This design comes from an exercise in tuning for small area and a short achievable clock period on the open sky130 flow, not from production work. Function was checked by simulation only, so behaviour that the tests miss may differ from the original. Power is estimated from default activity; no workload was simulated.

==> design.v <==
module Clkdiv (
    input CP,
    input clr,
    output pix_en,    
    output reg s,     
    output key_en,    
    output beat       
);
    reg[1:0] p;
    always @(posedge CP, posedge clr)
        if (clr) p <= 0;
        else p <= p + 1'b1;
    assign pix_en = (p == 2'b01);
    reg[10:0] kq;
    assign key_en = (kq == 11'h4ff);
    always @(posedge CP, posedge clr)
        if (clr) kq <= 11'h0ff;
        else kq <= {kq[9:0], kq[10] ^ kq[8] ^ key_en};
    reg[11:0] bq;
    assign beat = (bq == 12'hf55);
    always @(posedge CP, posedge clr)
        if (clr) bq <= 12'h755;
        else bq <= {bq[10:0], bq[11] ^ bq[10] ^ bq[9] ^ bq[3] ^ beat};
    reg[18:0] sq;
    wire s_flip = (sq == 19'h555fe);
    always @(posedge CP, posedge clr)
        if (clr) sq <= 19'h003e6;
        else sq <= {sq[17:0], sq[18] ^ sq[17] ^ sq[16] ^ sq[13] ^ s_flip};
    always @(posedge CP, posedge clr)
        if (clr) s <= 0;
        else if (s_flip) s <= ~s;
endmodule
module Key_dejitter (
    input CP,
    input clr,
    input key_en,
    input[4:0] Button,
    output reg[2:0] k
);
    wire[2:0] nkeys = Button[4] + Button[3] + Button[2] + Button[1] + Button[0];
    always @(posedge CP, posedge clr)
        if (clr) k <= 0;
        else if (key_en) begin
            if (nkeys > 1) k <= 0;
            else k <= {Button[1] | Button[0], Button[3] | Button[2] | Button[0],
                       Button[4] | Button[2] | Button[1]};
        end
endmodule
module Free_play (
    input[2:0] sw,
    input[2:0] k,
    output[1:0] o,
    output[2:0] t
);
    wire up = sw[0] & ~(sw[2] & sw[1]);
    assign o = {sw[2] & ~sw[1], sw[1] & ~sw[2]};
    assign t = (up && (k == 3'd3)) ? 3'd4 : (up && (k == 3'd6)) ? 3'd7 : k;
endmodule
module Auto_play (
    input CP,
    input clr,
    input beat,
    input[1:0] sw,
    output reg[4:0] auto_note,
    output reg[10:0] rc,
    output reg rm
);
    wire auto_sw = sw[1] ^ sw[0];
    wire[10:0] base = (auto_sw == rm) ? rc : 11'd0;
    always @(posedge CP, posedge clr)
        if (clr) begin
            rc <= 0;
            rm <= 0;
        end else if (beat) begin
            rc <= (sw == 2'b00) ? 11'd0 : base + 1'b1;
            rm <= auto_sw;
        end
    reg song1_set, song2_set;
    reg[4:0] song1_note, song2_note;
    reg song1_hit;
    always @(*) begin
        song1_hit = 1'b1;
        case (rc[7:0])
            8'd0: ;
            8'd1: ;
            8'd3: ;
            8'd6: ;
            8'd7: ;
            8'd8: ;
            8'd9: ;
            8'd12: ;
            8'd13: ;
            8'd14: ;
            8'd15: ;
            8'd18: ;
            8'd19: ;
            8'd20: ;
            8'd21: ;
            8'd23: ;
            8'd26: ;
            8'd27: ;
            8'd30: ;
            8'd31: ;
            8'd32: ;
            8'd33: ;
            8'd35: ;
            8'd38: ;
            8'd39: ;
            8'd41: ;
            8'd48: ;
            8'd49: ;
            8'd51: ;
            8'd54: ;
            8'd55: ;
            8'd56: ;
            8'd57: ;
            8'd60: ;
            8'd61: ;
            8'd62: ;
            8'd63: ;
            8'd66: ;
            8'd67: ;
            8'd68: ;
            8'd69: ;
            8'd71: ;
            8'd74: ;
            8'd75: ;
            8'd78: ;
            8'd79: ;
            8'd80: ;
            8'd81: ;
            8'd83: ;
            8'd86: ;
            8'd87: ;
            8'd96: ;
            8'd97: ;
            8'd98: ;
            8'd99: ;
            8'd102: ;
            8'd103: ;
            8'd104: ;
            8'd105: ;
            8'd107: ;
            8'd109: ;
            8'd111: ;
            8'd114: ;
            8'd115: ;
            8'd117: ;
            8'd119: ;
            8'd122: ;
            8'd123: ;
            8'd127: ;
            8'd128: ;
            8'd129: ;
            8'd133: ;
            8'd134: ;
            8'd135: ;
            8'd137: ;
            8'd146: ;
            8'd147: ;
            8'd148: ;
            8'd149: ;
            8'd150: ;
            8'd153: ;
            8'd154: ;
            8'd155: ;
            8'd156: ;
            8'd158: ;
            8'd160: ;
            8'd162: ;
            8'd165: ;
            8'd166: ;
            8'd168: ;
            8'd170: ;
            8'd173: ;
            8'd174: ;
            8'd178: ;
            8'd179: ;
            8'd180: ;
            8'd184: ;
            8'd185: ;
            8'd186: ;
            8'd196: ;
            default: song1_hit = 1'b0;
        endcase
    end
    always @(*)
        case (rc[7:0])
            8'd0: song1_note = 5'd0;
            8'd1: song1_note = 5'd1;
            8'd2: song1_note = 5'd1;
            8'd3: song1_note = 5'd4;
            8'd4: song1_note = 5'd4;
            8'd5: song1_note = 5'd4;
            8'd6: song1_note = 5'd0;
            8'd7: song1_note = 5'd5;
            8'd8: song1_note = 5'd6;
            8'd9: song1_note = 5'd7;
            8'd10: song1_note = 5'd7;
            8'd11: song1_note = 5'd7;
            8'd12: song1_note = 5'd0;
            8'd13: song1_note = 5'd6;
            8'd14: song1_note = 5'd5;
            8'd15: song1_note = 5'd6;
            8'd16: song1_note = 5'd6;
            8'd17: song1_note = 5'd6;
            8'd18: song1_note = 5'd0;
            8'd19: song1_note = 5'd5;
            8'd20: song1_note = 5'd4;
            8'd21: song1_note = 5'd5;
            8'd22: song1_note = 5'd5;
            8'd23: song1_note = 5'd2;
            8'd24: song1_note = 5'd2;
            8'd25: song1_note = 5'd2;
            8'd26: song1_note = 5'd0;
            8'd27: song1_note = 5'd4;
            8'd28: song1_note = 5'd4;
            8'd29: song1_note = 5'd4;
            8'd30: song1_note = 5'd0;
            8'd31: song1_note = 5'd4;
            8'd32: song1_note = 5'd5;
            8'd33: song1_note = 5'd3;
            8'd34: song1_note = 5'd3;
            8'd35: song1_note = 5'd2;
            8'd36: song1_note = 5'd2;
            8'd37: song1_note = 5'd2;
            8'd38: song1_note = 5'd1;
            8'd39: song1_note = 5'd2;
            8'd40: song1_note = 5'd2;
            8'd41: song1_note = 5'd6;
            8'd42: song1_note = 5'd6;
            8'd43: song1_note = 5'd6;
            8'd44: song1_note = 5'd6;
            8'd45: song1_note = 5'd6;
            8'd46: song1_note = 5'd6;
            8'd47: song1_note = 5'd6;
            8'd48: song1_note = 5'd0;
            8'd49: song1_note = 5'd1;
            8'd50: song1_note = 5'd1;
            8'd51: song1_note = 5'd4;
            8'd52: song1_note = 5'd4;
            8'd53: song1_note = 5'd4;
            8'd54: song1_note = 5'd0;
            8'd55: song1_note = 5'd5;
            8'd56: song1_note = 5'd6;
            8'd57: song1_note = 5'd7;
            8'd58: song1_note = 5'd7;
            8'd59: song1_note = 5'd7;
            8'd60: song1_note = 5'd0;
            8'd61: song1_note = 5'd6;
            8'd62: song1_note = 5'd5;
            8'd63: song1_note = 5'd6;
            8'd64: song1_note = 5'd6;
            8'd65: song1_note = 5'd6;
            8'd66: song1_note = 5'd0;
            8'd67: song1_note = 5'd5;
            8'd68: song1_note = 5'd4;
            8'd69: song1_note = 5'd5;
            8'd70: song1_note = 5'd5;
            8'd71: song1_note = 5'd2;
            8'd72: song1_note = 5'd2;
            8'd73: song1_note = 5'd2;
            8'd74: song1_note = 5'd0;
            8'd75: song1_note = 5'd4;
            8'd76: song1_note = 5'd4;
            8'd77: song1_note = 5'd4;
            8'd78: song1_note = 5'd0;
            8'd79: song1_note = 5'd4;
            8'd80: song1_note = 5'd5;
            8'd81: song1_note = 5'd3;
            8'd82: song1_note = 5'd3;
            8'd83: song1_note = 5'd2;
            8'd84: song1_note = 5'd2;
            8'd85: song1_note = 5'd2;
            8'd86: song1_note = 5'd1;
            8'd87: song1_note = 5'd2;
            8'd88: song1_note = 5'd2;
            8'd89: song1_note = 5'd2;
            8'd90: song1_note = 5'd2;
            8'd91: song1_note = 5'd2;
            8'd92: song1_note = 5'd2;
            8'd93: song1_note = 5'd2;
            8'd94: song1_note = 5'd2;
            8'd95: song1_note = 5'd2;
            8'd96: song1_note = 5'd0;
            8'd97: song1_note = 5'd6;
            8'd98: song1_note = 5'd7;
            8'd99: song1_note = 5'd9;
            8'd100: song1_note = 5'd9;
            8'd101: song1_note = 5'd9;
            8'd102: song1_note = 5'd0;
            8'd103: song1_note = 5'd9;
            8'd104: song1_note = 5'd10;
            8'd105: song1_note = 5'd7;
            8'd106: song1_note = 5'd7;
            8'd107: song1_note = 5'd6;
            8'd108: song1_note = 5'd6;
            8'd109: song1_note = 5'd5;
            8'd110: song1_note = 5'd5;
            8'd111: song1_note = 5'd6;
            8'd112: song1_note = 5'd6;
            8'd113: song1_note = 5'd6;
            8'd114: song1_note = 5'd0;
            8'd115: song1_note = 5'd11;
            8'd116: song1_note = 5'd11;
            8'd117: song1_note = 5'd7;
            8'd118: song1_note = 5'd7;
            8'd119: song1_note = 5'd6;
            8'd120: song1_note = 5'd6;
            8'd121: song1_note = 5'd6;
            8'd122: song1_note = 5'd5;
            8'd123: song1_note = 5'd6;
            8'd124: song1_note = 5'd6;
            8'd125: song1_note = 5'd6;
            8'd126: song1_note = 5'd6;
            8'd127: song1_note = 5'd5;
            8'd128: song1_note = 5'd4;
            8'd129: song1_note = 5'd3;
            8'd130: song1_note = 5'd3;
            8'd131: song1_note = 5'd3;
            8'd132: song1_note = 5'd3;
            8'd133: song1_note = 5'd2;
            8'd134: song1_note = 5'd1;
            8'd135: song1_note = 5'd2;
            8'd136: song1_note = 5'd2;
            8'd137: song1_note = 5'd6;
            8'd138: song1_note = 5'd6;
            8'd139: song1_note = 5'd6;
            8'd140: song1_note = 5'd6;
            8'd141: song1_note = 5'd6;
            8'd142: song1_note = 5'd6;
            8'd143: song1_note = 5'd6;
            8'd144: song1_note = 5'd6;
            8'd145: song1_note = 5'd6;
            8'd146: song1_note = 5'd0;
            8'd147: song1_note = 5'd0;
            8'd148: song1_note = 5'd6;
            8'd149: song1_note = 5'd7;
            8'd150: song1_note = 5'd9;
            8'd151: song1_note = 5'd9;
            8'd152: song1_note = 5'd9;
            8'd153: song1_note = 5'd0;
            8'd154: song1_note = 5'd9;
            8'd155: song1_note = 5'd10;
            8'd156: song1_note = 5'd7;
            8'd157: song1_note = 5'd7;
            8'd158: song1_note = 5'd6;
            8'd159: song1_note = 5'd6;
            8'd160: song1_note = 5'd5;
            8'd161: song1_note = 5'd5;
            8'd162: song1_note = 5'd6;
            8'd163: song1_note = 5'd6;
            8'd164: song1_note = 5'd6;
            8'd165: song1_note = 5'd0;
            8'd166: song1_note = 5'd11;
            8'd167: song1_note = 5'd11;
            8'd168: song1_note = 5'd7;
            8'd169: song1_note = 5'd7;
            8'd170: song1_note = 5'd6;
            8'd171: song1_note = 5'd6;
            8'd172: song1_note = 5'd6;
            8'd173: song1_note = 5'd5;
            8'd174: song1_note = 5'd6;
            8'd175: song1_note = 5'd6;
            8'd176: song1_note = 5'd6;
            8'd177: song1_note = 5'd6;
            8'd178: song1_note = 5'd5;
            8'd179: song1_note = 5'd4;
            8'd180: song1_note = 5'd3;
            8'd181: song1_note = 5'd3;
            8'd182: song1_note = 5'd3;
            8'd183: song1_note = 5'd3;
            8'd184: song1_note = 5'd2;
            8'd185: song1_note = 5'd1;
            8'd186: song1_note = 5'd2;
            8'd187: song1_note = 5'd2;
            8'd188: song1_note = 5'd2;
            8'd189: song1_note = 5'd2;
            8'd190: song1_note = 5'd2;
            8'd191: song1_note = 5'd2;
            8'd192: song1_note = 5'd2;
            8'd193: song1_note = 5'd2;
            8'd194: song1_note = 5'd2;
            8'd195: song1_note = 5'd2;
            8'd196: song1_note = 5'd0;
            8'd197: song1_note = 5'd0;
            8'd198: song1_note = 5'd0;
            8'd199: song1_note = 5'd0;
            8'd200: song1_note = 5'd0;
            8'd201: song1_note = 5'd0;
            8'd202: song1_note = 5'd0;
            8'd203: song1_note = 5'd0;
            8'd204: song1_note = 5'd0;
            8'd205: song1_note = 5'd0;
            8'd206: song1_note = 5'd0;
            8'd207: song1_note = 5'd0;
            8'd208: song1_note = 5'd0;
            8'd209: song1_note = 5'd0;
            8'd210: song1_note = 5'd0;
            8'd211: song1_note = 5'd0;
            8'd212: song1_note = 5'd0;
            8'd213: song1_note = 5'd0;
            8'd214: song1_note = 5'd0;
            8'd215: song1_note = 5'd0;
            8'd216: song1_note = 5'd0;
            8'd217: song1_note = 5'd0;
            8'd218: song1_note = 5'd0;
            8'd219: song1_note = 5'd0;
            8'd220: song1_note = 5'd0;
            8'd221: song1_note = 5'd0;
            8'd222: song1_note = 5'd0;
            8'd223: song1_note = 5'd0;
            8'd224: song1_note = 5'd0;
            8'd225: song1_note = 5'd0;
            8'd226: song1_note = 5'd0;
            8'd227: song1_note = 5'd0;
            8'd228: song1_note = 5'd0;
            8'd229: song1_note = 5'd0;
            8'd230: song1_note = 5'd0;
            8'd231: song1_note = 5'd0;
            8'd232: song1_note = 5'd0;
            8'd233: song1_note = 5'd0;
            8'd234: song1_note = 5'd0;
            8'd235: song1_note = 5'd0;
            8'd236: song1_note = 5'd0;
            8'd237: song1_note = 5'd0;
            8'd238: song1_note = 5'd0;
            8'd239: song1_note = 5'd0;
            8'd240: song1_note = 5'd0;
            8'd241: song1_note = 5'd0;
            8'd242: song1_note = 5'd0;
            8'd243: song1_note = 5'd0;
            8'd244: song1_note = 5'd0;
            8'd245: song1_note = 5'd0;
            8'd246: song1_note = 5'd0;
            8'd247: song1_note = 5'd0;
            8'd248: song1_note = 5'd0;
            8'd249: song1_note = 5'd0;
            8'd250: song1_note = 5'd0;
            8'd251: song1_note = 5'd0;
            8'd252: song1_note = 5'd0;
            8'd253: song1_note = 5'd0;
            8'd254: song1_note = 5'd0;
            8'd255: song1_note = 5'd0;
        endcase
    always @(*) song1_set = song1_hit && rc[10:8] == 0;
    reg song2_hit;
    always @(*) begin
        song2_hit = 1'b1;
        case (rc[5:0])
            6'd0: ;
            6'd2: ;
            6'd4: ;
            6'd5: ;
            6'd7: ;
            6'd8: ;
            6'd10: ;
            6'd11: ;
            6'd13: ;
            6'd14: ;
            6'd15: ;
            6'd16: ;
            6'd17: ;
            6'd19: ;
            6'd20: ;
            6'd22: ;
            6'd23: ;
            6'd25: ;
            6'd26: ;
            6'd27: ;
            6'd28: ;
            6'd29: ;
            6'd31: ;
            6'd32: ;
            6'd34: ;
            6'd35: ;
            6'd37: ;
            6'd38: ;
            6'd40: ;
            6'd41: ;
            6'd43: ;
            6'd44: ;
            6'd46: ;
            6'd47: ;
            6'd49: ;
            default: song2_hit = 1'b0;
        endcase
    end
    always @(*)
        case (rc[5:0])
            6'd0: song2_note = 5'd0;
            6'd1: song2_note = 5'd0;
            6'd2: song2_note = 5'd3;
            6'd3: song2_note = 5'd3;
            6'd4: song2_note = 5'd2;
            6'd5: song2_note = 5'd1;
            6'd6: song2_note = 5'd1;
            6'd7: song2_note = 5'd2;
            6'd8: song2_note = 5'd3;
            6'd9: song2_note = 5'd3;
            6'd10: song2_note = 5'd4;
            6'd11: song2_note = 5'd5;
            6'd12: song2_note = 5'd5;
            6'd13: song2_note = 5'd0;
            6'd14: song2_note = 5'd3;
            6'd15: song2_note = 5'd2;
            6'd16: song2_note = 5'd1;
            6'd17: song2_note = 5'd23;
            6'd18: song2_note = 5'd23;
            6'd19: song2_note = 5'd22;
            6'd20: song2_note = 5'd23;
            6'd21: song2_note = 5'd23;
            6'd22: song2_note = 5'd1;
            6'd23: song2_note = 5'd21;
            6'd24: song2_note = 5'd21;
            6'd25: song2_note = 5'd0;
            6'd26: song2_note = 5'd22;
            6'd27: song2_note = 5'd21;
            6'd28: song2_note = 5'd20;
            6'd29: song2_note = 5'd19;
            6'd30: song2_note = 5'd19;
            6'd31: song2_note = 5'd21;
            6'd32: song2_note = 5'd1;
            6'd33: song2_note = 5'd1;
            6'd34: song2_note = 5'd3;
            6'd35: song2_note = 5'd2;
            6'd36: song2_note = 5'd2;
            6'd37: song2_note = 5'd1;
            6'd38: song2_note = 5'd2;
            6'd39: song2_note = 5'd2;
            6'd40: song2_note = 5'd22;
            6'd41: song2_note = 5'd1;
            6'd42: song2_note = 5'd1;
            6'd43: song2_note = 5'd23;
            6'd44: song2_note = 5'd23;
            6'd45: song2_note = 5'd23;
            6'd46: song2_note = 5'd1;
            6'd47: song2_note = 5'd2;
            6'd48: song2_note = 5'd2;
            6'd49: song2_note = 5'd0;
            6'd50: song2_note = 5'd0;
            6'd51: song2_note = 5'd0;
            6'd52: song2_note = 5'd0;
            6'd53: song2_note = 5'd0;
            6'd54: song2_note = 5'd0;
            6'd55: song2_note = 5'd0;
            6'd56: song2_note = 5'd0;
            6'd57: song2_note = 5'd0;
            6'd58: song2_note = 5'd0;
            6'd59: song2_note = 5'd0;
            6'd60: song2_note = 5'd0;
            6'd61: song2_note = 5'd0;
            6'd62: song2_note = 5'd0;
            6'd63: song2_note = 5'd0;
        endcase
    always @(*) song2_set = song2_hit && rc[10:6] == 0;
    always @(posedge CP, posedge clr)
        if (clr) auto_note <= 0;
        else if (beat) begin
            if (sw == 2'b10) begin
                if (!rm) auto_note <= 0;
                else if (song1_set) auto_note <= song1_note;
            end else if (sw == 2'b01) begin
                if (!rm) auto_note <= 0;
                else if (song2_set) auto_note <= song2_note;
            end else
                auto_note <= 5'b11000;
        end
endmodule
module Select_frequency (
    input[1:0] sw,
    input[1:0] free_o,
    input[2:0] free_t,
    input[4:0] auto_note,
    output[1:0] o,
    output[2:0] t,
    output idle       
);
    wire auto_sw = sw[1] ^ sw[0];
    assign o = auto_sw ? auto_note[4:3] : free_o;
    assign t = auto_sw ? auto_note[2:0] : free_t;
    assign idle = auto_sw & (auto_note == 5'b11000);
endmodule
module Generate_melody (
    input CP,
    input clr,
    input[1:0] o,
    input[2:0] t,
    input idle,
    output reg melody
);
    reg[17:0] half;
    always @(*)
        case ({o, t})
            5'b10001: half = 190839;
            5'b10010: half = 170068;
            5'b10011: half = 151515;
            5'b10100: half = 143266;
            5'b10101: half = 127551;
            5'b10110: half = 113636;
            5'b10111: half = 101214;
            5'b00001: half = 95602;
            5'b00010: half = 85178;
            5'b00011: half = 75872;
            5'b00100: half = 71530;
            5'b00101: half = 63775;
            5'b00110: half = 56818;
            5'b00111: half = 50607;
            5'b01001: half = 47801;
            5'b01010: half = 42553;
            5'b01011: half = 37936;
            5'b01100: half = 35765;
            5'b01101: half = 31867;
            5'b01110: half = 28376;
            5'b01111: half = 25290;
            default: half = idle ? 18'd25012 : 18'd1;
        endcase
    reg[17:0] count;
    reg change;
    always @(posedge CP, posedge clr)
        if (clr) begin
            count <= 0;
            change <= 0;
        end else if (count < half) begin
            count <= count + 1'b1;
            change <= 0;
        end else begin
            count <= 0;
            change <= 1;
        end
    always @(posedge CP, posedge clr)
        if (clr) melody <= 0;
        else if (change) melody <= ~melody;
endmodule
module Display_melody (
    input s,
    input[4:0] sw,
    input[2:0] k,            
    input[4:0] auto_note,
    output[6:0] a_to_g,
    output[3:0] an
);
    function [6:0] seg;
        input[3:0] d;
        case (d)
            4'h1: seg = 7'b100_1111;
            4'h2: seg = 7'b001_0010;
            4'h3: seg = 7'b000_0110;
            4'h4: seg = 7'b100_1100;
            4'h5: seg = 7'b010_0100;
            4'h6: seg = 7'b010_0000;
            4'h7: seg = 7'b000_1111;
            4'hA: seg = 7'b111_0111;
            4'hB: seg = 7'b111_1110;
            4'hC: seg = 7'b011_1111;
            default: seg = 7'b000_0001;
        endcase
    endfunction
    function [6:0] mark;
        input[1:0] o;
        mark = (o == 2'b01) ? seg(4'hC) : (o == 2'b10) ? seg(4'hA) : seg(4'hB);
    endfunction
    wire auto_sw = sw[1] ^ sw[0];
    wire up = sw[2] & ~(sw[4] & sw[3]);
    wire[2:0] kup = (k == 3'd3) ? 3'd4 : (k == 3'd6) ? 3'd7 : k;
    wire[6:0] seg_k = seg({1'b0, k});
    wire[6:0] seg_kup = seg({1'b0, kup});
    wire[6:0] seg_auto = seg({1'b0, auto_note[2:0]});
    wire[6:0] mark_auto = mark(auto_note[4:3]);
    wire auto_tone = auto_note[2:0] != 3'd0;
    wire[6:0] mark_sw = mark(sw[4:3]);
    assign a_to_g = s ? ((auto_sw & auto_tone) ? mark_auto : mark_sw)
                      : (auto_sw ? seg_auto : (up ? seg_kup : seg_k));
    assign an = s ? 4'b1101 : 4'b1110;
endmodule
module VGA_640x480 (
    input CP,
    input clr,
    input pix_en,
    output hsync,
    output vsync,
    output reg[9:0] hc,
    output reg[9:0] vc
);
    reg vsenable;
    always @(posedge CP, posedge clr)
        if (clr) begin
            hc <= 0;
            vsenable <= 0;
        end else if (pix_en) begin
            if (hc == 10'd799) begin
                hc <= 0;
                vsenable <= 1;
            end else begin
                hc <= hc + 1'b1;
                vsenable <= 0;
            end
        end
    always @(posedge CP, posedge clr)
        if (clr) vc <= 0;
        else if (pix_en && vsenable) vc <= (vc == 10'd520) ? 10'd0 : vc + 1'b1;
    assign hsync = (hc >= 10'd96);
    assign vsync = (vc >= 10'd2);
endmodule
module Press_signal (
    input[9:0] hc,
    output reg[4:0] pcol
);
    always @(*) begin
        if (hc >= 10'd149 && hc < 10'd169) pcol = 5'd17;
        else if (hc >= 10'd180 && hc < 10'd200) pcol = 5'd18;
        else if (hc >= 10'd210 && hc < 10'd230) pcol = 5'd19;
        else if (hc >= 10'd241 && hc < 10'd261) pcol = 5'd20;
        else if (hc >= 10'd271 && hc < 10'd291) pcol = 5'd21;
        else if (hc >= 10'd301 && hc < 10'd321) pcol = 5'd22;
        else if (hc >= 10'd332 && hc < 10'd352) pcol = 5'd23;
        else if (hc >= 10'd362 && hc < 10'd382) pcol = 5'd1;
        else if (hc >= 10'd395 && hc < 10'd415) pcol = 5'd2;
        else if (hc >= 10'd423 && hc < 10'd443) pcol = 5'd3;
        else if (hc >= 10'd454 && hc < 10'd474) pcol = 5'd4;
        else if (hc >= 10'd484 && hc < 10'd504) pcol = 5'd5;
        else if (hc >= 10'd515 && hc < 10'd535) pcol = 5'd6;
        else if (hc >= 10'd545 && hc < 10'd565) pcol = 5'd7;
        else if (hc >= 10'd575 && hc < 10'd595) pcol = 5'd9;
        else if (hc >= 10'd606 && hc < 10'd626) pcol = 5'd10;
        else if (hc >= 10'd637 && hc < 10'd657) pcol = 5'd11;
        else if (hc >= 10'd667 && hc < 10'd687) pcol = 5'd12;
        else if (hc >= 10'd697 && hc < 10'd717) pcol = 5'd13;
        else if (hc >= 10'd728 && hc < 10'd748) pcol = 5'd14;
        else if (hc >= 10'd758 && hc < 10'd778) pcol = 5'd15;
        else pcol = 5'b11111;
    end
endmodule
module Bar (
    input[10:0] rc,      
    input rm,            
    input[9:0] hc,
    input[4:0] pcol,
    input[9:0] vc,
    output in_bar
);
    reg[3:0] a;
    reg bf;
    always @(*) begin
        if (vc >= 10'd281) a = 11;
        else if (vc >= 10'd256) a = 10;
        else if (vc >= 10'd231) a = 9;
        else if (vc >= 10'd206) a = 8;
        else if (vc >= 10'd181) a = 7;
        else if (vc >= 10'd156) a = 6;
        else if (vc >= 10'd131) a = 5;
        else if (vc >= 10'd106) a = 4;
        else if (vc >= 10'd81) a = 3;
        else if (vc >= 10'd56) a = 2;
        else a = 1;
        bf = !(vc == 10'd31 || vc == 10'd56 || vc == 10'd81 || vc == 10'd106 ||
               vc == 10'd131 || vc == 10'd156 || vc == 10'd181 || vc == 10'd206 ||
               vc == 10'd231 || vc == 10'd256 || vc == 10'd281);
    end
    wire[10:0] tau = rc - a;
    wire[6:0] bcol;
    reg[6:0] cov;
    always @(*)
        case (tau[6:0])
            7'd3: cov[0] = 1'b1;
            7'd4: cov[0] = (bf ? 1'b1 : 1'b0);
            7'd35: cov[0] = 1'b1;
            7'd36: cov[0] = (bf ? 1'b1 : 1'b0);
            7'd39: cov[0] = 1'b1;
            7'd40: cov[0] = (bf ? 1'b1 : 1'b0);
            7'd61: cov[0] = (a >= 4'd5);
            7'd62: cov[0] = (a >= 4'd4);
            7'd63: cov[0] = (a >= 4'd3);
            7'd64: cov[0] = (a >= 4'd2);
            7'd65: cov[0] = 1'b1;
            7'd66: cov[0] = (bf ? 1'b1 : 1'b0);
            default: cov[0] = 1'b0;
        endcase
    always @(*)
        case (tau[6:0])
            7'd45: cov[1] = (a >= 4'd2);
            7'd46: cov[1] = 1'b1;
            7'd47: cov[1] = (bf ? 1'b1 : 1'b0);
            7'd59: cov[1] = 1'b1;
            7'd60: cov[1] = (bf ? 1'b1 : 1'b0);
            default: cov[1] = 1'b0;
        endcase
    always @(*)
        case (tau[6:0])
            7'd43: cov[2] = 1'b1;
            7'd44: cov[2] = (bf ? 1'b1 : 1'b0);
            7'd48: cov[2] = (bf ? 1'b1 : 1'b0);
            7'd56: cov[2] = (bf ? 1'b1 : 1'b0);
            default: cov[2] = 1'b0;
        endcase
    always @(*)
        case (tau[6:0])
            7'd17: cov[3] = 1'b1;
            7'd18: cov[3] = (bf ? 1'b1 : 1'b0);
            7'd19: cov[3] = (bf ? 1'b1 : 1'b0);
            7'd20: cov[3] = (bf ? 1'b1 : 1'b0);
            7'd27: cov[3] = 1'b1;
            7'd28: cov[3] = (bf ? 1'b1 : 1'b0);
            7'd37: cov[3] = 1'b1;
            7'd38: cov[3] = (bf ? 1'b1 : 1'b0);
            7'd41: cov[3] = 1'b1;
            7'd42: cov[3] = (bf ? 1'b1 : 1'b0);
            7'd49: cov[3] = 1'b1;
            7'd50: cov[3] = (bf ? 1'b1 : 1'b0);
            7'd57: cov[3] = 1'b1;
            7'd58: cov[3] = (bf ? 1'b1 : 1'b0);
            default: cov[3] = 1'b0;
        endcase
    always @(*)
        case (tau[6:0])
            7'd13: cov[4] = (a >= 4'd3);
            7'd14: cov[4] = (a >= 4'd2);
            7'd15: cov[4] = 1'b1;
            7'd16: cov[4] = (bf ? 1'b1 : 1'b0);
            7'd25: cov[4] = 1'b1;
            7'd26: cov[4] = (bf ? 1'b1 : 1'b0);
            7'd29: cov[4] = (a >= 4'd5);
            7'd30: cov[4] = (a >= 4'd4);
            7'd31: cov[4] = (a >= 4'd3);
            7'd32: cov[4] = (a >= 4'd2);
            7'd33: cov[4] = 1'b1;
            7'd34: cov[4] = (bf ? 1'b1 : 1'b0);
            7'd51: cov[4] = (bf ? 1'b1 : 1'b0);
            7'd52: cov[4] = (bf ? 1'b1 : 1'b0);
            7'd53: cov[4] = (a >= 4'd2);
            7'd54: cov[4] = 1'b1;
            7'd55: cov[4] = (bf ? 1'b1 : 1'b0);
            default: cov[4] = 1'b0;
        endcase
    always @(*)
        case (tau[6:0])
            7'd5: cov[5] = (a >= 4'd2);
            7'd6: cov[5] = 1'b1;
            7'd7: cov[5] = (bf ? 1'b1 : 1'b0);
            7'd8: cov[5] = (bf ? 1'b1 : 1'b0);
            7'd11: cov[5] = 1'b1;
            7'd12: cov[5] = (bf ? 1'b1 : 1'b0);
            7'd23: cov[5] = 1'b1;
            7'd24: cov[5] = (bf ? 1'b1 : 1'b0);
            default: cov[5] = 1'b0;
        endcase
    always @(*)
        case (tau[6:0])
            7'd9: cov[6] = 1'b1;
            7'd10: cov[6] = (bf ? 1'b1 : 1'b0);
            7'd21: cov[6] = 1'b1;
            7'd22: cov[6] = (bf ? 1'b1 : 1'b0);
            default: cov[6] = 1'b0;
        endcase
    assign bcol[0] = (pcol == 5'd5);
    assign bcol[1] = (pcol == 5'd6);
    assign bcol[2] = (pcol == 5'd7);
    assign bcol[3] = (pcol == 5'd9);
    assign bcol[4] = (pcol == 5'd10);
    assign bcol[5] = (pcol == 5'd11);
    assign bcol[6] = (pcol == 5'd12);
    wire first_px = (hc == 10'd484) || (hc == 10'd515) || (hc == 10'd545) || (hc == 10'd575) || (hc == 10'd606) || (hc == 10'd637) || (hc == 10'd667);
    assign in_bar = !rm && (tau[10:7] == 0) && |(cov & bcol) && !first_px;
endmodule
module VGA_picture (
    input CP,
    input pix_en,
    input[9:0] hc,
    input[9:0] vc,
    input[11:0] rom_data,
    output[16:0] rom_addr,
    input[4:0] sw,
    input[2:0] k,
    input[4:0] auto_note,
    input[4:0] pcol,         
    input in_bar,
    output[3:0] red,green,blue
);
    wire[10:0] xpix = {1'b0, hc} - 11'd144;
    assign rom_addr = {vc, 7'd0} + {vc, 9'd0} + {6'd0, xpix} + 17'd81664;
    reg[11:0] M;
    always @(posedge CP)
        if (pix_en) M <= rom_data;
    wire hvis = (hc >= 10'd144) && (hc < 10'd784);
    wire sprite_on = hvis && (vc >= 10'd282) && (vc < 10'd471);
    wire vidon = hvis && (vc >= 10'd31) && (vc < 10'd471);
    wire mark_row = sprite_on && (vc >= 10'd431) && (vc < 10'd451);
    wire[11:0] base = sprite_on ? M : (vidon && in_bar) ? 12'h9ff : 12'h000;
    wire auto_sw = sw[1] ^ sw[0];
    wire up = sw[2] & ~(sw[4] & sw[3]);
    wire[2:0] kup = (k == 3'd3) ? 3'd4 : (k == 3'd6) ? 3'd7 : k;
    wire hit_auto = (auto_note == pcol);
    wire hit_k = (k == pcol[2:0]);
    wire hit_kup = (kup == pcol[2:0]);
    wire oct_ok = (sw[4:3] == 2'b10) ? (pcol[4:3] == 2'b10) :
                  (sw[4:3] == 2'b01) ? (pcol[4:3] == 2'b01) : (pcol[4:3] == 2'b00);
    wire hit = auto_sw ? hit_auto : (oct_ok & (up ? hit_kup : hit_k));
    wire mark = mark_row & hit;
    assign red = base[11:8] | {4{mark}};
    assign green = base[7:4] & ~{4{mark}};
    assign blue = base[3:0] & ~{4{mark}};
endmodule
module piano_top (
    input CP,
    input clr,
    input[4:0] sw,
    input[4:0] Button,
    input[11:0] rom_data,
    output[16:0] rom_addr,
    output melody,
    output[4:0] led,
    output[6:0] a_to_g,
    output[3:0] an,
    output hsync,vsync,
    output[3:0] red,green,blue
);
    wire pix_en, s, key_en, beat;
    wire[2:0] k;
    wire[1:0] free_o, o;
    wire[2:0] free_t, t;
    wire[4:0] auto_note, pcol;
    wire[10:0] rc;
    wire rm;
    wire idle, in_bar;
    wire[9:0] hc, vc;
    assign led = sw;
    Clkdiv U1(.CP(CP), .clr(clr), .pix_en(pix_en), .s(s), .key_en(key_en), .beat(beat));
    Key_dejitter U2(.CP(CP), .clr(clr), .key_en(key_en), .Button(Button), .k(k));
    Free_play U3(.sw(sw[4:2]), .k(k), .o(free_o), .t(free_t));
    Auto_play U4(.CP(CP), .clr(clr), .beat(beat), .sw(sw[1:0]), .auto_note(auto_note), .rc(rc), .rm(rm));
    Select_frequency U5(.sw(sw[1:0]), .free_o(free_o), .free_t(free_t), .auto_note(auto_note),
                        .o(o), .t(t), .idle(idle));
    Generate_melody U6(.CP(CP), .clr(clr), .o(o), .t(t), .idle(idle), .melody(melody));
    Display_melody U7(.s(s), .sw(sw), .k(k), .auto_note(auto_note), .a_to_g(a_to_g), .an(an));
    VGA_640x480 U8(.CP(CP), .clr(clr), .pix_en(pix_en), .hsync(hsync), .vsync(vsync),
                   .hc(hc), .vc(vc));
    Press_signal U9(.hc(hc), .pcol(pcol));
    Bar U10(.rc(rc), .rm(rm), .hc(hc), .pcol(pcol), .vc(vc), .in_bar(in_bar));
    VGA_picture U11(.CP(CP), .pix_en(pix_en), .hc(hc), .vc(vc), .rom_data(rom_data),
                    .rom_addr(rom_addr), .sw(sw), .k(k), .auto_note(auto_note), .pcol(pcol),
                    .in_bar(in_bar), .red(red), .green(green), .blue(blue));
endmodule
==> flow/run.sh <==
#!/bin/bash
# The standard layout (standard.sh), with these changes:
# - synthesis (flow/my_synth.tcl): arithmetic maps to plain gates (no
#   Kogge-Stone carry map, no full-adder cells) and ABC runs an area-oriented
#   script (flow/area.abc); registers and their names are as standard;
# - port buffers are the smallest buffer cell;
# - the clock tree uses clkbuf_4 cells and no dummy loads.
# make's output goes to standard.log; each step's log is under orfs/logs.
set -euo pipefail
here=$(pwd)
bash standard.sh SYNTH_SCRIPT=$here/flow/my_synth.tcl ADDER_MAP_FILE= \
  "BUFFER_PORTS_ARGS=-buffer_cell sky130_fd_sc_hd__buf_1" \
  "CTS_ARGS=-sink_clustering_enable -repair_clock_nets -buf_list sky130_fd_sc_hd__clkbuf_4 -sink_clustering_size 20 -sink_clustering_max_diameter 300 -sink_buffer_max_cap_derate 1.0 -dont_use_dummy_load" \
  finish > standard.log 2>&1
==> flow/area.abc <==
strash; ifraig; dc2; dc2; dc2; &get -n; &st; &dch -f; &nf -a -R 1000; &put; topo
==> flow/my_synth.tcl <==
# The standard flow's synthesis (ORFS synth.tcl, without Yosys's fsm and share passes), with
# ripple arithmetic instead of the Kogge-Stone carry map and an area-oriented
# ABC script.
set my_dir [file dirname [file normalize [info script]]]
proc synth {args} {
  set out {}
  set skip 0
  foreach a $args {
    if {$skip} { set skip 0; continue }
    if {$a eq "-extra-map"} { set skip 1; continue }
    lappend out $a
  }
  yosys synth -nofsm -noshare {*}$out
}
proc abc {args} {
  global my_dir
  set out {}
  set skip 0
  foreach a $args {
    if {$skip} { set skip 0; continue }
    if {$a eq "-script"} { set skip 1; continue }
    lappend out $a
  }
  yosys abc -script $my_dir/area.abc {*}$out
}
source $::env(SCRIPTS_DIR)/synth.tcl
# left out here: clear keep_hierarchy, flatten, clean up, hide names made inside functions, write 1_2_yosys.v
==> standard.sh <==
#!/bin/bash
# synth_recipe.tcl (not shown) runs the flow's synth.tcl, then flattens the netlist and writes it again
# the make line also repeats each setting of config.mk as NAME=value (left out here)
make -C /OpenROAD-flow-scripts/flow DESIGN_CONFIG=/design/flow/config.mk WORK_HOME=/design/flow/orfs CLKGATE_MAP_FILE= SYNTH_SCRIPT=/design/flow/synth_recipe.tcl "${@:-finish}"
==> config.mk <==
export PLATFORM = sky130hd
export DESIGN_NAME = piano_top
export DESIGN_NICKNAME = piano_top
export VERILOG_FILES = /design/flow/design.v
export SDC_FILE = /design/flow/constraint.sdc
export NUM_CORES = 4
export LEC_CHECK = 0
export CAP_MARGIN = 20
export CORE_MARGIN = 2
export CORE_UTILIZATION = 65
export PLACE_DENSITY = 0.75
export SLEW_MARGIN = 20
==> constraint.sdc <==
create_clock -name core_clock -period 100.0 [get_ports {CP}]
set_input_delay 20.0000 -clock core_clock [delete_from_list [all_inputs] [get_ports {CP}]]
set_output_delay 20.0000 -clock core_clock [all_outputs]
set_load 0.01 [all_outputs]
==> run summary, run 1 <==
- Outcome: no timing/DRC/antenna violations
- Core box area: 13,300 µm²
- Avg Cell Area, Syn: about 7.7 µm²
- CTS tree: built
- Synth Register Bits: ~120
- DR vias/cell: 7.04
- Clock-pin slew on the worst setup and hold paths: roughly 0.12 ns
- Placer Congestion: around 1.0
- CP Data Arrival Time: 23.01 ns
- FP Rows: 42
- Post-Place Worst Slack: 57.03 ns
- # hold bufs at CTS: 0
- Total clock sinks: 118
- Xor/xnor share of the synthesized area: 0.0695
- Max Cap Viol: 0
- Total track usage: 0.380
- Post-synth ARST share: 0.898
- I/O Buffers: 69
- Synth Warn #: 9
- Area contributors post-synth: dfrtp_1 (23%), nand2_1 (6.9%), nor2_1 (6.5%)
- F_max: between 20 and 25 MHz
- Clock Latency Late Sink: approximately 0.56 ns
- Minimum clock period: ~43 ns
- Number of diodes: 0
- Adder-cell share of the synthesized area: 0.00671
- Pleak: about 0.0038 µW
- Post-Route WL: ~28 mm
- Multi-input logic area: approximately 5700 µm²
- Power Dens Cells: around 9.6 nW/µm²
- WS Path Type: in -> out
- Final setup margin: between 50 and 60 ns
- Max clock buf depth: 2
- # Post-CTS Setup Buffers: 0
- I/O Pins: between 70 and 80
- Max VDD drop: 11.9 µV
- Worst Clk Skew: 0.0313 ns
- Final setup vio count: 0
- Number of synthesized flops with an enable pin: 12
- Post-synthesis mux area share: 0.00364
- # DRC: 0
- Fin crit share: 0.430
- Fill count: between 1,000 and 1,500
- Vias in the first global route: roughly 9,000
- Sequential Area: a little over 3000 µm²
- Width of the die: between 100 and 150 µm
- Setup repair after global routing missed its margin: false
- Critical path required time: approximately 80 ns
- Inst Count DP: 1,409
- Count of cell types in the netlist: between 60 and 70
- Layout area overhead: 6.54%
- Top cell type by total area after synthesis: dfrtp_1
- Final ANT Viol Nets: 0
- Largest net degree at the start of global routing: 76
- Main combinational cell family by area after synthesis: simple AND/OR/NAND/NOR gates
- Cts repair resizes: 0
- Number of buffers created by CTS: 17
- Compound-cell area share of the yosys netlist: 0.236
- Ys flop type: dfrtp_1
- Die Area: between 10,000 and 15,000 µm²
- Final TNS setup: 0 ns
- Min-delay worst type: reg -> reg
- H-tree Lvls: 4
- Layout Cells excl Fill: approximately 1,400
- Crit path capture type: primary output
- Post-Synthesis Cells: between 1,000 and 1,500
- Worst-Margin Slew: roughly 1.1 ns
- Synth top area share: 0.235
- Crit path launch type: input pin
- Initial antenna violation count: 0
- Initial Util: 0.670
- WL/cell: around 20 µm
- Worst rel slew slack: 0.251
- 1st-iter DRT viols: between 1,500 and 2,000
- Vias: approximately 10,000
- NumNets Final: ~1,300
- Initial DRT Pass Iterations: 7
- Overflow after GRT: 0
- First-pass GRT wire length: 44.9 mm
- Fin. max-slew vios: 0
- Mapped Area: a little under 9000 µm²
- Detail Placement HPWL: between 20 and 25 mm
- Layout cell share with drive strength beyond 1: 0.0392
- Post-synthesis simple-gate area fraction: 0.325
- CP Max Fanout: 11
- Seq/Total Area, Yosys: 0.340
- Final hold vios: 0
- Die Span Y: ~120 µm
- CTS root buf: clkbuf_4
[path summary, 6_finish.rpt]
kind | from | slack (ns) | cells past startpoint | end
max in group asynchronous | clr | 79.28 | 3 | U8.hc[0]
min reg2reg | U1.kq[0] | 0.33 | 0 | U1.kq[1]
min in group asynchronous | clr | 19.42 | 2 | U4.rc[9]
max | sw[3] | 56.99 | 11 | red[0]
max reg2reg | U2.k[2] | 93.80 | 21 | U6.count[13]
min | U1.kq[0] | 0.33 | 0 | U1.kq[1]
[state kept, by name, summed over array words and instances, names as in the netlist, 10 cells and up]
signal and count:
U1.bq 12, U1.kq 11, U1.sq 19, U11.M 12, U4.rc 11, U6.count 18
U8.hc 10, U8.vc 10
[per-stage QoR]
stage               power (µW)  area, µm²  hold WS (ns)   util
finish                    91.2       9530         0.332  0.714
global route              95.0       9530         0.331  0.714
CTS                       90.7       9530         0.330  0.714
detailed placement        67.5       9400         0.355  0.705
global placement          66.8       9400         0.351  0.704
floorplan                 63.3       8950         0.345      -
[layout by cell type, fill, tap and decap left out, types with 22 or more instances in the layout]
| master | Yosys | final |
|---|---|---|
| and3_1 | 31 | 31 |
| a21oi_1 | 92 | 92 |
| xor2_1 | 30 | 30 |
| nand2_1 | 164 | 164 |
| a31oi_1 | 24 | 24 |
| o21ai_0 | 76 | 76 |
| nor2_1 | 156 | 155 |
| nor3_1 | 59 | 59 |
| buf_1 | 0 | 69 |
| dfrtp_1 | 84 | 84 |
| dfstp_2 | 22 | 22 |
| nand2b_1 | 27 | 27 |
| nand3_1 | 39 | 39 |
| xnor2_1 | 41 | 41 |
[where the power goes]
part	switching [µW]	internal [µW]	leakage, µW
sequential	2.09	50.1	0.00144
combinational	9.49	5.55	0.00233
clock	16.3	7.73	0.0000782
total	27.9	63.4	0.00384
[synthesized netlist by cell type (all sizes together), types with 9 or more instances]
library cell    n
a211oi         10
a21o           11
a21oi          92
a31oi          24
and2           15
and3           31
buf            12
clkinv         21
dfrtp          84
dfstp          22
edfxtp         12
nand2         164
nand2b         27
nand3          39
nand4          12
nand4b         11
nor2          156
nor2b          19
nor3           59
nor4           20
o211ai         10
o21ai          76
o22ai          20
o31ai          16
or2             9
or3            17
xnor2          41
xor2           30
[routing by layer]
| layer | global-route usage | part of all wire | up-vias |
|---|---|---|---|
| li1 | - | - | 4521 |
| met3 | 0.0874 | 0.12 | 143 |
| met5 | 0 | 0 | - |
| met2 | 0.593 | 0.45 | 789 |
| met4 | 0.158 | 0.040 | 0 |
| met1 | 0.510 | 0.39 | 4590 |
[area by class of cell]
class,count,area share
Clock buffer,17,0.0134
Inverter,21,0.00853
Multi-Input combinational cell,1017,0.603
Sequential cell,118,0.319
Tap cell,176,0.0231
Timing Repair Buffer,77,0.0335
[cells by family after synthesis]
logic type,after synthesis
adders and majority gates,6
xor gates and xnor gates,71
DFF,118
and+or+nand+nor,601
other,1
AOI/OAI and AO/OA,334
buffers and inverters,33
muxes,3
[worst max-delay path: stages]
cell	delay, ns
buf_1	0.11
a21boi_0	0.63
and3_1	0.26
o22a_1	0.19
xor2_1	0.15
o2111ai_1	0.14
o41ai_1	0.64
and3_1	0.54
nor2b_1	0.12
nand2_1	0.09
buf_1	0.15
==> run 2, diff against run 1 <==
==> flow/run.sh (replaced) <==
#!/bin/bash
# The standard layout (standard.sh), with these changes:
# - synthesis (flow/my_synth.tcl): arithmetic maps to plain gates (no
#   Kogge-Stone carry map, no full-adder cells) and ABC runs an area-oriented
#   script with deep logic resynthesis (flow/area.abc); registers and their
#   names are as in the standard synthesis;
# - port buffers are the smallest buffer cell;
# - the clock tree uses clkbuf_4 cells and no dummy loads;
# - repair_timing works on paths with less than 57.7 ns of slack: the paths
#   from the switch inputs to the outputs, which set the period reached.
# make's output goes to standard.log; each step's log is under orfs/logs.
set -euo pipefail
here=$(pwd)
bash standard.sh SYNTH_SCRIPT=$here/flow/my_synth.tcl ADDER_MAP_FILE= \
  "BUFFER_PORTS_ARGS=-buffer_cell sky130_fd_sc_hd__buf_1" \
  "CTS_ARGS=-sink_clustering_enable -repair_clock_nets -buf_list sky130_fd_sc_hd__clkbuf_4 -sink_clustering_size 20 -sink_clustering_max_diameter 300 -sink_buffer_max_cap_derate 1.0 -dont_use_dummy_load" \
  SETUP_SLACK_MARGIN=57.7 \
  finish > standard.log 2>&1
==> flow/area.abc (replaced) <==
strash; ifraig; dc2; dc2; dc2; &get -n; &deepsyn -T 300; &put; strash; &get -n; &st; &dch -f; &nf -R 1000; &put; topo
--- a/flow/my_synth.tcl
+++ b/flow/my_synth.tcl
@@ -1,6 +1,6 @@
 # The standard flow's synthesis (ORFS synth.tcl, without Yosys's fsm and share passes), with
 # ripple arithmetic instead of the Kogge-Stone carry map and an area-oriented
-# ABC script.
+# ABC script (flow/area.abc).
 set my_dir [file dirname [file normalize [info script]]]
 proc synth {args} {
   set out {}
==> run 2 against run 1 <==
Net effect:
- still clean on timing, DRC and antenna
- synthesized cell count down 16%
- first-iteration DRC count decreased by 47%
- final area decreased by 10%
- non-clock buffer count increased by 9
- worst hold slack gained 0.024 ns
- sequential cell count unchanged
- register-to-register slack improved by 1.2 ns
- via count fell by 19%
- critical path type unchanged
- largest cell class unchanged
- largest power group unchanged
==> run summary, run 2 <==
- Setup repair after global routing missed its margin: true
- Max FFs per register: 19 (unchanged)
- WL/cell: 17.1 µm (-13%)
- Area contributors post-synth: dfrtp_1 (27%), dfstp_2 (7.4%), nand2_1 (7.1%)
- Top cell type by total area after synthesis: dfrtp_1
- Pleak: 0.00341 µW (-11%)
- Int Pwr: 61.1 µW (-3.5%)
- Worst Clk Skew: 0.0249 ns (-0.00637 ns)
- Clock-pin slew on the worst setup and hold paths: 0.10 ns (-0.02 ns)
- M1 GR Usage: 0.459 (-0.0510)
- Ys flop type: dfrtp_1
- Fin. max-slew vios: 0 (unchanged)
- R2R depth: 24 (+14%)
- Avg Cell Area, Syn: 8.00 µm² (+4.3%)
- Count leader, synth: nand2_1
- Clock Latency Late Sink: 0.51 ns (-0.05 ns)
- Post-Synthesis Cells: 978 (-16%)
- I/O Buffers: 69 (unchanged)
- # DRC: 0 (unchanged)
- Crit path capture type: primary output
- Final TNS setup: 0 ns (unchanged)
- Core box area: 11,900 µm² (-11%)
- Worst-Margin Slew: 0.922 ns (-0.186 ns)
- H-tree Lvls: 4 (unchanged)
- Crit path from: sw[0]
- Met3 GRT Util: 0.0760 (-0.0114)
- WS Path Type: in -> out
- Top post-synthesis cells by count: nand2_1 (148), nor2_1 (115), a21oi_1 (86), dfrtp_1 (84), o21ai_0 (81)
- Mapped Area: 7820 µm² (-13%)
- Grt met2 use: 0.502 (-0.0909)
- Largest net degree at the start of global routing: 66 (-13%)
- Sequential share of power: 0.617 (+0.045)
- Outcome: no timing/DRC/antenna violations
- Sw power: 22.2 µW (-20%)
- Commonest cells after routing, fill and taps aside: nand2_1 (147), nor2_1 (115), a21oi_1 (85)
- I/O Pins: 72 (unchanged)
- Top flop regs: U1.sq x19, U6.count x18
- Width of the die: 114 µm (-6.3%)
- Final setup vio count: 0 (unchanged)
- Worst rel slew slack: 0.369 (+0.119)
- Post-synth ARST share: 0.898 (unchanged)
- Initial antenna violation count: 1 (+1)
- Seq/Total Area, Yosys: 0.389 (+0.0489)
- Synth Warn #: 9 (unchanged)
- NumNets Final: 1,097 (-14%)
- Max Cap Viol: 0 (unchanged)
- Placer Congestion: 0.999 (-0.21%)
- CTS tree: built
- Total track usage: 0.327 (-0.0530)
- F_max: 23.7 MHz (+1.9%)
- Switch share: 0.266 (-0.0392)
- Total clock sinks: 118 (unchanged)
- DR vias/cell: 6.66 (-5.5%)
- Power Dens Cells: 9.72 nW/µm² (+1.6%)
- CTS root buf: clkbuf_4
- Final instance area: 8570 µm² (-10%)
- Synth Register Bits: 118 (unchanged)
- Layout area overhead: 9.55%
- CP Max Fanout: 9 (-2)
- Worst r2r dst: U6.count[2]
- Reg2reg setup slack: 94.99 ns (+1.19 ns)
- Count of cell types in the netlist: 64 (+1.6%)
- Final hold vios: 0 (unchanged)
- Critical path required time: 80.00 ns (about the same)
- Layout cell share with drive strength beyond 1: 0.0719 (+0.0327)
- Area post-placement: 8250 µm² (-12%)
- Gate power share: 0.110 (-0.055)
- Max VDD drop: 9.33 µV (-22%)
- Commonest non-fill, non-tap cell in the layout: nand2_1
- Clk pwr share: 0.272 (+0.009)
- R2R Path Start: U2.k[1]
- Vias in the first global route: 7,298 (-19%)
- Final ANT Viol Nets: 0 (unchanged)
- Synth top area share: 0.269 (+0.0338)
- Vias: 8,113 (-19%)
- Hold path cells: 0 (unchanged)
- Detail Placement HPWL: 14.6 mm (-27%)
- Min-delay worst type: reg -> reg
- Initial DRT Pass Iterations: 9 (+2)
- Post-Route WL: 20.8 mm (-26%)
- Number of buffers created by CTS: 17 (unchanged)
- Die Span Y: 114 µm (-6.3%)
- Crit path launch type: input pin
- Die Area: 12,900 µm² (-12%)
- Initial Util: 0.659 (-0.0109)
- Overflow after GRT: 0 (unchanged)
- CP Data Arrival Time: 22.20 ns (-0.81 ns)
- Global routing's busiest layer: met2
- First-pass GRT wire length: 34.6 mm (-23%)
- Fin crit share: 0.422 (-0.00806)
- FP Rows: 40 (-4.8%)
- 1st-iter DRT viols: 888 (-47%)
- Top reg by flops: U1.sq
- Minimum clock period: 42.20 ns (-0.806 ns)
- CP Capture Point: green[2]
- Number of synthesized flops with an enable pin: 12 (unchanged)
- Max clock buf depth: 2 (unchanged)
[run 2: changes by cell type after synthesis, sizes merged, moves of 13 or more]
cell | before | now
nand2 | 164 | 148
nor2 | 156 | 115
and3 | 31 | 14
or3 | 17 | 4
nand3 | 39 | 26
[run 2: layout make-up]
cell class                      count  area, µm²
Timing Repair Buffer               86        395
Fill cell                         943       3290
Antenna cell                        1       2.50
Clock buffer                       17        128
Inverter                           31        119
Multi-Input combinational cell    819       4700
Sequential cell                   118       3040
Tap cell                          147        184
[run 2: timing repair]
item / CTS / global route
setup buffers: 4 / 5
gates resized for setup: 13 / 13
setup endpoints to repair: 19 / 12
hold buffers: 0 / 0
cloned: 0 / 1
pin swaps: 1 / 2
[run 2: worst max-delay path, cell delays in order]
cell and delay, ns:
clkbuf_4 0.19, xor2_2 0.23, nor3_2 0.33, nand2_2 0.14
nand2_1 0.08, o21ai_0 0.09, buf_4 0.20, xnor2_2 0.21
a211oi_4 0.07, buf_4 0.15, nor2b_4 0.19, nand2_1 0.07
nand2_1 0.07, buf_1 0.16
[run 2: worst min path at each step]
stage / from / to / slack, ns
6_report: U1.kq[1] / U1.kq[2] / 0.36
5_1_grt: U1.kq[1] / U1.kq[2] / 0.36
4_1_cts: U1.kq[1] / U1.kq[2] / 0.35
3_5_place_dp: U1.kq[4] / U1.kq[5] / 0.36
3_3_place_gp: U1.sq[4] / U1.sq[5] / 0.35
2_1_floorplan: U1.bq[7] / U1.bq[8] / 0.35
[run 2: through the flow]
| stage | total power, µW | cells | hold WS, ns | util | setup WS, ns |
|---|---|---|---|---|---|
| CTS | 83.4 | 1212 | 0.354 | 0.713 | 57.69 |
| floorplan | 58.3 | 979 | 0.346 | - | 57.84 |
| detailed placement | 60.8 | 1191 | 0.356 | 0.696 | 56.59 |
| finish | 83.3 | 1219 | 0.356 | 0.722 | 57.80 |
| global placement | 60.7 | 1191 | 0.351 | 0.696 | 56.74 |
| global route | 87.4 | 1219 | 0.356 | 0.722 | 57.62 |
[run 2: cell families (layout without fill, tap and decap cells)]
kind of cell               count (synthesis)  after routing  synth area share
AOI/OAI and AO/OA                        310            310             0.246
xor gates and xnor gates                  56             57            0.0627
adders and majority gates                  4              4           0.00512
buffers and inverters                     43            134            0.0264
DFF                                      118            118             0.389
muxes                                      5              5           0.00656
other                                      1              3          0.000479
and+or+nand+nor                          441            441             0.264
[run 2: metal layers]
layer  part of all wire  vias up
met2               0.45      480
met1               0.43     3755
met3              0.094       82
met5                  0        -
met4              0.033        0
li1                   -     3796
[run 2: power groups by stage]
| stage | sequential (µW) | clock (µW) | combinational (µW) |
|---|---|---|---|
| finish | 51.4 | 22.7 | 9.20 |
| global route | 51.7 | 25.3 | 10.4 |
| CTS | 51.4 | 23.2 | 8.86 |
| detailed placement | 52.2 | 0 | 8.59 |
| global placement | 52.3 | 0 | 8.43 |
| floorplan | 51.8 | 0 | 6.41 |
==> run 3, diff against run 2 <==
--- a/design.v
+++ b/design.v
@@ -757,7 +757,7 @@
                vc == 10'd131 || vc == 10'd156 || vc == 10'd181 || vc == 10'd206 ||
                vc == 10'd231 || vc == 10'd256 || vc == 10'd281);
     end
-    wire[10:0] tau = rc - a;
+    wire[6:0] tau = rc[6:0] - {3'd0, a};
     wire[6:0] bcol;
     reg[6:0] cov;
     always @(*)
@@ -860,7 +860,7 @@
     assign bcol[5] = (pcol == 5'd11);
     assign bcol[6] = (pcol == 5'd12);
     wire first_px = (hc == 10'd484) || (hc == 10'd515) || (hc == 10'd545) || (hc == 10'd575) || (hc == 10'd606) || (hc == 10'd637) || (hc == 10'd667);
-    assign in_bar = !rm && (tau[10:7] == 0) && |(cov & bcol) && !first_px;
+    assign in_bar = !rm && (rc[10:7] == 0) && |(cov & bcol) && !first_px;
 endmodule
 module VGA_picture (
     input CP,
==> run 3 against run 2 <==
Net effect:
- still clean on timing, DRC and antenna
- synthesized area grew 3.3%
- final area up 1.4%
- clock skew is 0.013 ns higher
- clock power barely moved
- cell count is 3.6% higher
- sequential cell count unchanged
- combinational power increased by about 70%
- power up 8.4%
- maximum frequency hardly changed
- die area rose by 3.2%
- largest power group unchanged
==> run summary, run 3 <==
- Final setup vio count: 0 (unchanged)
- Max VDD drop: 9.45 µV (+1.4%)
- Worst path top cell family by delay: simple AND/OR/NAND/NOR gates
- Placer Congestion: 1.01 (+1.3%)
- Seq/Total Area, Yosys: 0.376 (-0.0123)
- I/O Pins: 72 (unchanged)
- Outcome: no timing/DRC/antenna violations
- Overflow after GRT: 0 (unchanged)
- First-pass GRT wire length: 36.3 mm (+4.7%)
- Total clock sinks: 118 (unchanged)
- Max FFs per register: 19 (unchanged)
- CP cell instances: buf_1, nand2_1, a21oi_2, mux2i_2, and2_1, nor3_1, a21oi_1, nand2_1, o21ai_1, o21ai_1, and2_2, nand2_1, nand2_1, buf_1
- WP depth: 14 (unchanged)
- Switch share: 0.292 (+0.0260)
- Min-delay worst type: reg -> reg
- Ys flop type: dfrtp_1
- Initial antenna violation count: 0 (-1)
- CP Capture Point: blue[2]
- Synth top area share: 0.260 (-0.00853)
- Final TNS setup: 0 ns (unchanged)
- Fin crit share: 0.422 (about the same)
- Worst path slowest cell: mux2i_2
- Vias: 8,247 (+1.7%)
- Sequential share of power: 0.577 (-0.040)
- Max clock buf depth: 2 (unchanged)
- R2R Path Start: U2.k[1]
- H-tree Lvls: 4 (unchanged)
- Power Dens Cells: 10.4 nW/µm² (+6.9%)
- Fin. max-slew vios: 0 (unchanged)
- Crit path from: sw[2]
- CP max stage delay: 0.31 ns (-0.02 ns)
- CP dominant cell by count: nand2_1
- Total track usage: 0.338 (+0.0113)
- CTS tree: built
- Initial Util: 0.670 (+0.0103)
- Area contributors post-synth: dfrtp_1 (26%), nand2_1 (7.4%), dfstp_2 (7.2%)
- # DRC: 0 (unchanged)
- Synth Register Bits: 118 (unchanged)
- F_max: 23.7 MHz (about the same)
- Post-Synthesis Cells: 1,013 (+3.6%)
- Commonest cells after routing, fill and taps aside: nand2_1 (159), nor2_1 (130), dfrtp_1 (84)
- Initial DRT Pass Iterations: 5 (-4)
- Crit path launch type: input pin
- Final hold vios: 0 (unchanged)
- Count of cell types in the netlist: 64 (unchanged)
- Final ANT Viol Nets: 0 (unchanged)
- Width of the die: 115 µm (+1.6%)
- Layout area overhead: 7.56%
- Detail Placement HPWL: 16.0 mm (+9.0%)
- Top flop regs: U1.sq x19, U6.count x18
- Worst Path Buf+Inv: 2 (-2)
- I/O Buffers: 69 (unchanged)
- Top cell type by total area after synthesis: dfrtp_1
- Final setup margin: 57.82 ns (+0.0162 ns)
- Vias in the first global route: 7,500 (+2.8%)
- NumNets Final: 1,121 (+2.2%)
- Sw power: 26.4 µW (+19%)
- Int Pwr: 63.9 µW (+4.6%)
- Post-Route WL: 22.1 mm (+6.2%)
- Layout cell share with drive strength beyond 1: 0.0511 (-0.0208)
- Max Cap Viol: 0 (unchanged)
- Mapped Area: 8080 µm² (+3.3%)
- Tot Pwr: 90.3 µW (+8.4%)
- Crit path capture type: primary output
- Clk pwr share: 0.251 (-0.021)
- Post-synth ARST share: 0.898 (unchanged)
- Fill count: 992 (+5.2%)
- Number of synthesized flops with an enable pin: 12 (unchanged)
- CTS root buf: clkbuf_4
- # hold bufs at CTS: 0 (unchanged)
- Die Area: 13,300 µm² (+3.2%)
- DR vias/cell: 6.53 (-1.9%)
- Reg2reg setup slack: 94.02 ns (-0.97 ns)
- Count leader, synth: nand2_1
- Synth Warn #: 9 (unchanged)
- Worst r2r dst: U6.count[4]
- Top reg by flops: U1.sq
- FP Rows: 40 (unchanged)
- Setup repair after global routing missed its margin: false
- Number of diodes: 0 (-1)
- WL/cell: 17.5 µm (+2.5%)
- R2R depth: 26 (+8.3%)
- Worst-Margin Slew: 0.947 ns (+0.0246 ns)
- Gate power share: 0.172 (+0.062)
- CP Max Fanout: 8 (-1)
- Avg Cell Area, Syn: 7.98 µm² (-0.29%)
- 1st-iter DRT viols: 1,028 (+16%)
- Top post-synthesis cells by count: nand2_1 (159), nor2_1 (130), dfrtp_1 (84), a21oi_1 (83), o21ai_0 (67)
- Critical path required time: 80.00 ns (about the same)
- Commonest non-fill, non-tap cell in the layout: nand2_1
- Post-Place Worst Slack: 57.11 ns (+0.520 ns)
- CP Data Arrival Time: 22.18 ns (-0.02 ns)
- Worst Clk Skew: 0.0380 ns (+0.0131 ns)
- Clock Latency Late Sink: 0.54 ns (+0.03 ns)
- Worst rel slew slack: 0.363 (-0.00635)
- Core box area: 12,100 µm² (+1.7%)
- Largest net degree at the start of global routing: 63 (-4.5%)
- Pleak: 0.00351 µW (+3.1%)
- Clock-pin slew on the worst setup and hold paths: 0.11 ns (about the same)
- Minimum clock period: 42.18 ns (-0.0162 ns)
- WS Path Type: in -> out
- Die Span Y: 115 µm (+1.6%)
- Number of buffers created by CTS: 17 (unchanged)
[run 3: cell count changes after synthesis, sizes merged, moves of 7 or more]
cell / change
a21o: +7
a31oi: -12
clkinv: -8
nand2: +11
nand3: +9
nor2: +15
nor3: -10
nor3b: -7
o21a: -8
o21ai: -14
or2: +7
[run 3: worst reg2reg max path, stage by stage, from the launching register on]
cell	delay, ns
dfrtp_1	0.43
nand2_1	0.09
a21oi_2	0.18
mux2i_2	0.31
and2_1	0.22
o21ai_0	0.11
buf_4	0.19
o21ai_0	0.45
nor2_1	0.18
a21oi_1	0.23
o21ai_0	0.16
nand2b_1	0.22
or3b_1	0.42
maj3_1	0.35
maj3_1	0.34
maj3_1	0.36
maj3_1	0.35
a21oi_1	0.11
o21ai_0	0.10
o221ai_1	0.09
a21oi_1	0.09
a221oi_1	0.19
o21ai_0	0.12
nand2_1	0.07
a31oi_1	0.07
buf_4	0.20
nor3_1	0.24
[run 3: routing by layer]
metal	GRT usage	wire, µm
met2	0.542	10300
met3	0.0591	1770
met1	0.463	9380
met4	0.129	669
met5	0	0
[run 3: area by class of cell]
type | instances | area [µm²] | area share
multi-input cells | 861 | 4910 | 0.565
inverters | 23 | 88.8 | 0.0102
repair buffers | 76 | 313 | 0.0360
flip-flops and latches | 118 | 3040 | 0.350
clock buffers | 17 | 128 | 0.0147
well taps | 168 | 210 | 0.0242
[run 3: how the worst min path moves through the flow]
stage | from | endpoint | slack [ns] | depth (start not counted)
2_1_floorplan | U1.kq[9] | U1.kq[10] | 0.35 | 0
3_3_place_gp | U1.sq[4] | U1.sq[5] | 0.35 | 0
3_5_place_dp | U1.kq[5] | U1.kq[6] | 0.36 | 0
4_1_cts | U1.kq[4] | U1.kq[5] | 0.35 | 0
5_1_grt | U1.kq[4] | U1.kq[5] | 0.35 | 0
6_report | U1.kq[4] | U1.kq[5] | 0.35 | 0
[run 3: logic make-up after synthesis]
group,after synthesis,share of synthesized area
buffers and inverters,35,0.0218
other,1,0.000464
AOI/OAI and AO/OA,286,0.223
and+or+nand+nor,496,0.292
DFF,118,0.376
adders and majority gates,7,0.00867
muxes,7,0.00929
xor gates and xnor gates,63,0.0683
[run 3: repair_timing]
item,in CTS,in global routing
buffers inserted,0,1
pin swaps,0,0
hold endpoints to repair,0,0
gates resized for setup,8,5
setup endpoints to repair,18,15
[run 3: power by group through the flow]
stage | clock network [µW] | logic (µW) | registers, µW
floorplan | 0 | 11.2 | 52.6
global placement | 0 | 14.9 | 52.9
detailed placement | 0 | 15.1 | 53.0
CTS | 22.9 | 15.4 | 52.1
global route | 25.0 | 17.5 | 52.4
finish | 22.7 | 15.6 | 52.1
[run 3: stage by stage]
stage / cells / utilization / area, µm² / hold WS, ns
after global routing: 1263 / 0.720 / 8690 / 0.354
after CTS: 1262 / 0.718 / 8660 / 0.352
after detailed placement: 1245 / 0.705 / 8510 / 0.358
final: 1263 / 0.720 / 8690 / 0.354
after floorplan: 1014 / - / 8080 / 0.346
after global placement: 1245 / 0.705 / 8510 / 0.353

-- separate check: timing with driven ports --
In the flow no input, the clock included, has a driving cell. The finished layouts below were timed again as built, in two steps.
Step 1 (the two cells are an assumption about what drives the block):
set clk [get_ports {CP}]
set_driving_cell -lib_cell sky130_fd_sc_hd__clkbuf_16 $clk
set_driving_cell -lib_cell sky130_fd_sc_hd__buf_2 [delete_from_list [all_inputs] $clk]
Step 2, shift: input delay + t, output delay - t, t = (earliest + latest rising clock arrival at the registers) / 2. This alone moves slack from input paths to output paths.
Three values: ideal, step 1, step 2; two values: the first two.
run | shift t [ns] | slack for setup (ns) | worst setup path at the end | worst slew at a driven data input, ns
run 1 | 0.582 | 56.994 / 56.972 / 56.972 | input to output | 0.04
run 2 | 0.534 | 57.799 / 57.777 / 57.777 | input to output | 0.03
run 3 | 0.557 | 57.816 / 57.793 / 57.793 | input to output | 0.04
After both steps setup and hold are still met in every run listed. For run 3, which loses most, drivers alone change the setup slack by -0.023 ns; drivers and shift together by -0.023 ns.
